What follows belongs to an exercise in optimizing a design on an open flow for small area; a production flow would make more cautious choices. At most, simulation tests tie the RTL to the original design; equivalence was not proved. The flow treats the clock pin as an ideal source, which a real chip does not have. Power is estimated from default activity; no workload was simulated.

## top_FFE
module top_FFE(
	input  wire               clk,
	input  wire               rst,
	input  wire               load,
	input  wire signed [11:0] DATA_IN,
	output wire               valid_out,
	output reg  signed [11:0] DATA_OUT
);
	reg t1, t2;
	always @(posedge clk or negedge rst) begin
		if (!rst) begin
			t1 <= 1'b0;
			t2 <= 1'b0;
		end else begin
			t1 <= load;
			t2 <= t1;
		end
	end
	reg  a, b, c;
	wire open_s = ~c & (~b | a);           
	wire accept = open_s & t2;
	always @(posedge clk or negedge rst) begin
		if (!rst) begin
			a <= 1'b0;
			b <= 1'b0;
			c <= 1'b0;
		end else begin
			a <= b;
			b <= c;
			c <= (c & ~(a & b)) | accept;
		end
	end
	assign valid_out = a & ~b;
	wire s1 = ~b & c;
	wire s2 = ~a & b & c;
	wire s3 = a & b & c;
	wire s4 = a & b & ~c;
	reg  [1:0] cnt;
	always @(posedge clk or negedge rst) begin
		if (!rst) begin
			cnt <= 2'b00;
		end else if (s4) begin
			cnt[1] <= cnt[1] | cnt[0];
			cnt[0] <= ~cnt[1];
		end
	end
	wire m1 = cnt[1] | cnt[0];    
	wire m2 = cnt[1];             
	wire m3 = cnt[1] & ~cnt[0];   
	reg [11:0] x0, x1;
	reg [8:0]  x2h;
	reg        c2, z2;
	reg [7:0]  x3h;
	reg        z3;
	wire       k2 = x1[2] & x1[0];
	wire       k3 = (x1[3] & x1[1]) | ((x1[3] | x1[1]) & k2);
	wire       c1 = (x1[4] & x1[2]) | ((x1[4] | x1[2]) & k3);
	always @(posedge clk) begin
		if (accept) begin
			x0  <= DATA_IN;
			x1  <= x0;
			x2h <= x1[11:3];
			c2  <= c1;
			z2  <= ~|x1[3:0];
		end
		x3h <= x2h[8:1];
		z3  <= z2;
	end
	wire [11:0] tA = {x0[11], x0[11:1]};
	wire [11:0] tB = ~{{2{x1[11]}}, x1[11:2]};
	wire        cB = ~|x1[1:0];
	wire [11:0] tC = {{3{x2h[8]}}, x2h};
	wire [11:0] tD = {{5{x2h[8]}}, x2h[8:2]};
	wire [11:0] tE = ~{{4{x3h[7]}}, x3h};
	wire        eE = s1 & m3;
	wire        eB = s2 & m1;
	wire        eC = s3 & m2;
	wire        eD = s4 & m2;
	wire [11:0] op1 = s1 ? tA : DATA_OUT;
	wire [11:0] op2 = ({12{eE}} & tE) | ({12{eB}} & tB) |
  ...
export LEC_CHECK = 0
export CAP_MARGIN = 20
export CORE_MARGIN = 2
export CORE_UTILIZATION = 60
export PLACE_DENSITY = 0.8
export SLEW_MARGIN = 20
create_clock -name core_clock -period 10.0 [get_ports {clk}]
standard.sh (not shown) runs the stock make flow with config.mk's settings and CLKGATE_MAP_FILE= SYNTH_SCRIPT=/design/flow/synth_recipe.tcl, a recipe that flattens the netlist after the stock synthesis.
==> flow/flow/run.sh <==
#!/bin/bash
# Standard layout (standard.sh), with two changes passed to ORFS's scripts:
# port buffers use the smallest buffer cell, and clock tree synthesis
# inserts no dummy loads and uses small clock buffers.
export BUFFER_PORTS_ARGS="-buffer_cell sky130_fd_sc_hd__buf_1"
export CTS_ARGS="-sink_clustering_enable -repair_clock_nets -dont_use_dummy_load -buf_list sky130_fd_sc_hd__clkbuf_16 -root_buf sky130_fd_sc_hd__clkbuf_16 -sink_clustering_size 100 -sink_clustering_max_diameter 500 -sink_clustering_levels 1"
bash standard.sh > standard.log 2>&1
Change:
==> flow/flow/run.sh (replaced) <==
#!/bin/bash
# Standard layout (standard.sh), with two changes passed to ORFS's scripts:
# port buffers use the smallest buffer cell, and clock tree synthesis
# inserts no dummy loads and uses small clock buffers.
export BUFFER_PORTS_ARGS="-buffer_cell sky130_fd_sc_hd__buf_1"
export CTS_ARGS="-sink_clustering_enable -repair_clock_nets -dont_use_dummy_load -buf_list sky130_fd_sc_hd__clkbuf_8 -sink_clustering_size 64 -sink_clustering_max_diameter 200"
bash standard.sh > standard.log 2>&1
The changed run finished with timing, DRC and antenna clean.
Sequential share of layout area came out higher by 2.1 points.
Routed wire length shrinks by a few percent.
Setup slack improves by 0.13 ns.
Count of clock-buffer cells in the layout is unchanged.
Change:
==> flow/flow/run.sh (replaced) <==
#!/bin/bash
# Standard layout (standard.sh), with two changes passed to ORFS's scripts:
# port buffers use the smallest buffer cell, and clock tree synthesis
# inserts no dummy loads and uses small clock buffers.
export BUFFER_PORTS_ARGS="-buffer_cell sky130_fd_sc_hd__buf_1"
export CTS_ARGS="-sink_clustering_enable -repair_clock_nets -dont_use_dummy_load -buf_list sky130_fd_sc_hd__clkbuf_4 -sink_clustering_size 30 -sink_clustering_max_diameter 100"
bash standard.sh > standard.log 2>&1
Routed wire length fell by 3.9%; global-route usage drops by 1.2 points; non-clock buffer count is unchanged; combinational power stays flat; die area is unchanged.
No run of this note included a check of the RTL's function; only the layout flow was run.


Another version of the RTL of top_FFE (not shown whole).
Size in the first run: about 2300 um2 of cells after synthesis.
## top_FFE
module top_FFE(
	input  wire               clk,
	input  wire               rst,
	input  wire               load,
	input  wire signed [11:0] DATA_IN,
	output wire               valid_out,
	output reg  signed [11:0] DATA_OUT
);
Settings: LEC_CHECK=0, CAP_MARGIN=20, CORE_MARGIN=2, CORE_UTILIZATION=75, PLACE_DENSITY=0.9, SLEW_MARGIN=20; clock period 10.0 ns.
==> flow/flow/run.sh <==
#!/bin/bash
# Standard layout (standard.sh), with these changes:
# - synthesis runs Yosys's synth without its quick ABC pass (SYNTH_ARGS
#   -noabc), so full adders are extracted from the plain gates,
# - ABC maps the logic with an area-oriented script (a copy of ORFS's
#   scripts folder with only abc_speed.script replaced by flow/abc.script),
# - port buffers use the smallest buffer cell,
# - the clock tree is built by flow/clktree.tcl before the CTS step: the
#   clock port drives one root buffer, which drives two leaf buffers, each
#   driving half of the flip-flops; CTS then has nothing left to build.
set -e
rm -rf scripts_abc
cp -r "$FLOW_HOME/scripts" scripts_abc
cp flow/abc.script scripts_abc/abc_speed.script
export BUFFER_PORTS_ARGS="-buffer_cell sky130_fd_sc_hd__buf_1"
export PRE_CTS_TCL="$PWD/flow/clktree.tcl"
export CLKTREE_N=3
export CLKTREE_LEAF=sky130_fd_sc_hd__clkbuf_8
export CLKTREE_ROOT=sky130_fd_sc_hd__clkbuf_2
export CTS_ARGS="-dont_use_dummy_load -clk_nets clk"
bash standard.sh SCRIPTS_DIR="$PWD/scripts_abc" SYNTH_ARGS=-noabc finish > standard.log 2>&1
==> flow/flow/clktree.tcl <==
# PRE_CTS hook: a small clock tree built by hand.
# The clock port drives one root clock buffer; the root drives CLKTREE_N
# leaf clock buffers, each driving the flip-flops of one region of the
# core (the sinks split into CLKTREE_N strips of equal count along x, or
# for 4 leaves into 2 x 2 regions). With a single sink left on the clock port's net, the
# CTS step that follows (CTS_ARGS -clk_nets clk) leaves the tree as it is.
proc clktree_centre { insts } {
  set sx 0; set sy 0
  foreach e $insts { incr sx [lindex $e 1]; incr sy [lindex $e 2] }
  set n [llength $insts]
  return [list [expr {$sx / $n}] [expr {$sy / $n}]]
}

proc clktree_split { group index } {
  set s [lsort -integer -index $index $group]
  set h [expr {[llength $s] / 2}]
  return [list [lrange $s 0 [expr {$h - 1}]] [lrange $s $h end]]
}

proc clktree_build { ngroups leaf_master root_master } {
  set block [ord::get_db_block]
  set db [ord::get_db]
  set clknet [$block findNet clk]
  set sinks {}
  foreach iterm [$clknet getITerms] {
    set bb [[$iterm getInst] getBBox]
    lappend sinks [list $iterm [expr {([$bb xMin] + [$bb xMax]) / 2}] \
                     [expr {([$bb yMin] + [$bb yMax]) / 2}]]
  }
  # split into ngroups strips along x; 4 groups are 2 x 2 (x, then y)
  if { $ngroups == 4 } {
    set groups {}
    foreach g [clktree_split $sinks 1] { lappend groups {*}[clktree_split $g 2] }
  } else {
    set s [lsort -integer -index 1 $sinks]
    set n [llength $s]
    set groups {}
    for {set k 0} {$k < $ngroups} {incr k} {
      lappend groups [lrange $s [expr {$k * $n / $ngroups}] [expr {($k + 1) * $n / $ngroups - 1}]]
    }
  }

  set root [odb::dbInst_create $block [$db findMaster $root_master] clkbuf_root]
  set rootnet [odb::dbNet_create $block clk_root]
  $rootnet setSigType CLOCK
  [$root findITerm A] connect $clknet
  [$root findITerm X] connect $rootnet
  set leaves {}
  set k 0
  foreach g $groups {
    set leaf [odb::dbInst_create $block [$db findMaster $leaf_master] "clkbuf_leaf_$k"]
    set net [odb::dbNet_create $block "clk_leaf_$k"]
    $net setSigType CLOCK
    foreach e $g {
      set it [lindex $e 0]
      $it disconnect
      $it connect $net
    }
    [$leaf findITerm A] connect $rootnet
    [$leaf findITerm X] connect $net
    set c [clktree_centre $g]
    $leaf setLocation [lindex $c 0] [lindex $c 1]
    $leaf setPlacementStatus PLACED
    lappend leaves [list $leaf {*}$c]
    puts "clktree: leaf $k ($leaf_master) drives [llength $g] sinks"
    incr k
  }
  set c [clktree_centre $leaves]
  $root setLocation [lindex $c 0] [lindex $c 1]
  $root setPlacementStatus PLACED
  detailed_placement
  set_propagated_clock [all_clocks]
}

clktree_build $::env(CLKTREE_N) $::env(CLKTREE_LEAF) $::env(CLKTREE_ROOT)
Other scripts of this flow, unchanged in this note and not shown: flow/flow/abc.script
The first run passed the timing, DRC and antenna checks.
==> next run, changes <==
--- a/flow/flow/run.sh
+++ b/flow/flow/run.sh
@@ -17,2 +17,2 @@
-export CLKTREE_N=3
-export CLKTREE_LEAF=sky130_fd_sc_hd__clkbuf_8
+export CLKTREE_N=2
+export CLKTREE_LEAF=sky130_fd_sc_hd__clkbuf_16
--- a/flow/flow/clktree.tcl
+++ b/flow/flow/clktree.tcl
@@ -4,2 +4,2 @@
-# core (the sinks split into CLKTREE_N strips of equal count along x, or
-# for 4 leaves into 2 x 2 regions). With a single sink left on the clock port's net, the
+# core (the sinks split at the median x, and for 4 leaves each half again
+# at the median y). With a single sink left on the clock port's net, the
@@ -30,11 +30,6 @@
-  # split into ngroups strips along x; 4 groups are 2 x 2 (x, then y)
-  if { $ngroups == 4 } {
-    set groups {}
-    foreach g [clktree_split $sinks 1] { lappend groups {*}[clktree_split $g 2] }
-  } else {
-    set s [lsort -integer -index 1 $sinks]
-    set n [llength $s]
-    set groups {}
-    for {set k 0} {$k < $ngroups} {incr k} {
-      lappend groups [lrange $s [expr {$k * $n / $ngroups}] [expr {($k + 1) * $n / $ngroups - 1}]]
-    }
+  set groups [list $sinks]
+  if { $ngroups >= 2 } { set groups [clktree_split $sinks 1] }
+  if { $ngroups >= 4 } {
+    set g4 {}
+    foreach g $groups { lappend g4 {*}[clktree_split $g 2] }
+    set groups $g4
--- a/flow/config.mk
+++ b/flow/config.mk
@@ -10,2 +10,2 @@
-export CORE_UTILIZATION = 75
-export PLACE_DENSITY = 0.9
+export CORE_UTILIZATION = 60
+export PLACE_DENSITY = 0.8
Cell count goes up by 6.7%.
Area after synthesis stays the same.
Maximum frequency goes up by 0.49%.
Worst setup slack is better by 32 ps.
==> next run, changes <==
--- a/flow/flow/run.sh
+++ b/flow/flow/run.sh
@@ -17,3 +17,3 @@
-export CLKTREE_N=2
-export CLKTREE_LEAF=sky130_fd_sc_hd__clkbuf_16
-export CLKTREE_ROOT=sky130_fd_sc_hd__clkbuf_2
+export CLKTREE_N=3
+export CLKTREE_LEAF=sky130_fd_sc_hd__clkbuf_8
+export CLKTREE_ROOT=sky130_fd_sc_hd__clkbuf_1
--- a/flow/flow/clktree.tcl
+++ b/flow/flow/clktree.tcl
@@ -4,2 +4,2 @@
-# core (the sinks split at the median x, and for 4 leaves each half again
-# at the median y). With a single sink left on the clock port's net, the
+# core (the sinks split into CLKTREE_N strips of equal count along x, or
+# for 4 leaves into 2 x 2 regions). With a single sink left on the clock port's net, the
@@ -30,6 +30,11 @@
-  set groups [list $sinks]
-  if { $ngroups >= 2 } { set groups [clktree_split $sinks 1] }
-  if { $ngroups >= 4 } {
-    set g4 {}
-    foreach g $groups { lappend g4 {*}[clktree_split $g 2] }
-    set groups $g4
+  # split into ngroups strips along x; 4 groups are 2 x 2 (x, then y)
+  if { $ngroups == 4 } {
+    set groups {}
+    foreach g [clktree_split $sinks 1] { lappend groups {*}[clktree_split $g 2] }
+  } else {
+    set s [lsort -integer -index 1 $sinks]
+    set n [llength $s]
+    set groups {}
+    for {set k 0} {$k < $ngroups} {incr k} {
+      lappend groups [lrange $s [expr {$k * $n / $ngroups}] [expr {($k + 1) * $n / $ngroups - 1}]]
+    }
--- a/flow/config.mk
+++ b/flow/config.mk
@@ -10,2 +10,2 @@
-export CORE_UTILIZATION = 60
-export PLACE_DENSITY = 0.8
+export CORE_UTILIZATION = 75
+export PLACE_DENSITY = 0.9
=>
- worst hold slack gets better by 6.5 ps
- cell count falls by 6.3%
- area after synthesis does not change
- total power falls by 1.0%
- die area falls by 19%
- cell area falls by 1.1%
- clock skew hardly moves
- sequential power barely changes
==> next run, changes <==
--- a/flow/flow/run.sh
+++ b/flow/flow/run.sh
@@ -17,3 +17,3 @@
-export CLKTREE_N=3
-export CLKTREE_LEAF=sky130_fd_sc_hd__clkbuf_8
-export CLKTREE_ROOT=sky130_fd_sc_hd__clkbuf_1
+export CLKTREE_N=2
+export CLKTREE_LEAF=sky130_fd_sc_hd__clkbuf_16
+export CLKTREE_ROOT=sky130_fd_sc_hd__clkbuf_2
--- a/flow/flow/clktree.tcl
+++ b/flow/flow/clktree.tcl
@@ -4,2 +4,2 @@
-# core (the sinks split into CLKTREE_N strips of equal count along x, or
-# for 4 leaves into 2 x 2 regions). With a single sink left on the clock port's net, the
+# core (the sinks split at the median x, and for 4 leaves each half again
+# at the median y). With a single sink left on the clock port's net, the
@@ -30,11 +30,6 @@
-  # split into ngroups strips along x; 4 groups are 2 x 2 (x, then y)
-  if { $ngroups == 4 } {
-    set groups {}
-    foreach g [clktree_split $sinks 1] { lappend groups {*}[clktree_split $g 2] }
-  } else {
-    set s [lsort -integer -index 1 $sinks]
-    set n [llength $s]
-    set groups {}
-    for {set k 0} {$k < $ngroups} {incr k} {
-      lappend groups [lrange $s [expr {$k * $n / $ngroups}] [expr {($k + 1) * $n / $ngroups - 1}]]
-    }
+  set groups [list $sinks]
+  if { $ngroups >= 2 } { set groups [clktree_split $sinks 1] }
+  if { $ngroups >= 4 } {
+    set g4 {}
+    foreach g $groups { lappend g4 {*}[clktree_split $g 2] }
+    set groups $g4
Sequential share of layout area decreases by 0.27 points; design area climbs by 0.40%; hold slack barely changes; routed wire length rose by 1.2%; area after synthesis stays the same; global-route usage barely changes; clock skew came out lower by 6.0 ps; cell count shrinks by 0.48%.

[port drivers added, routing unchanged]
In the flow no input, the clock included, has a driving cell. The finished layouts below were timed again as built, in two steps.
Step 1 sets driving cells, clkbuf_16 on the clock port and buf_2 on the other inputs (assumed; they add their load-dependent delay and slew).
Step 2 also shifts input and output timing later by t, the mid clock arrival at the registers, as if the neighbouring blocks saw the same clock.
Slacks: ideal ports / drivers / drivers and shift; pairs: ideal ports / drivers.
| run | t, ns | setup slack, ns | cell pins on the clock port's net |
|---|---|---|---|
| the first run of note 1 | 0.345 | 3.340 / 3.340 / 3.340 | 1 |
| the second run of note 1 | 0.355 | 3.469 / 3.469 / 3.469 | 1 |
| the third run of note 1 | 0.408 | 3.459 / 3.459 / 3.459 | 1 |
| the first run of note 2 | 0.387 | 3.554 / 3.554 / 3.554 | 1 |
| the second run of note 2 | 0.383 | 3.585 / 3.585 / 3.585 | 1 |
| the third run of note 2 | 0.502 | 3.561 / 3.561 / 3.561 | 1 |
| the fourth run of note 2 | 0.373 | 3.546 / 3.546 / 3.546 | 1 |
After both steps setup and hold are still met in every run listed.
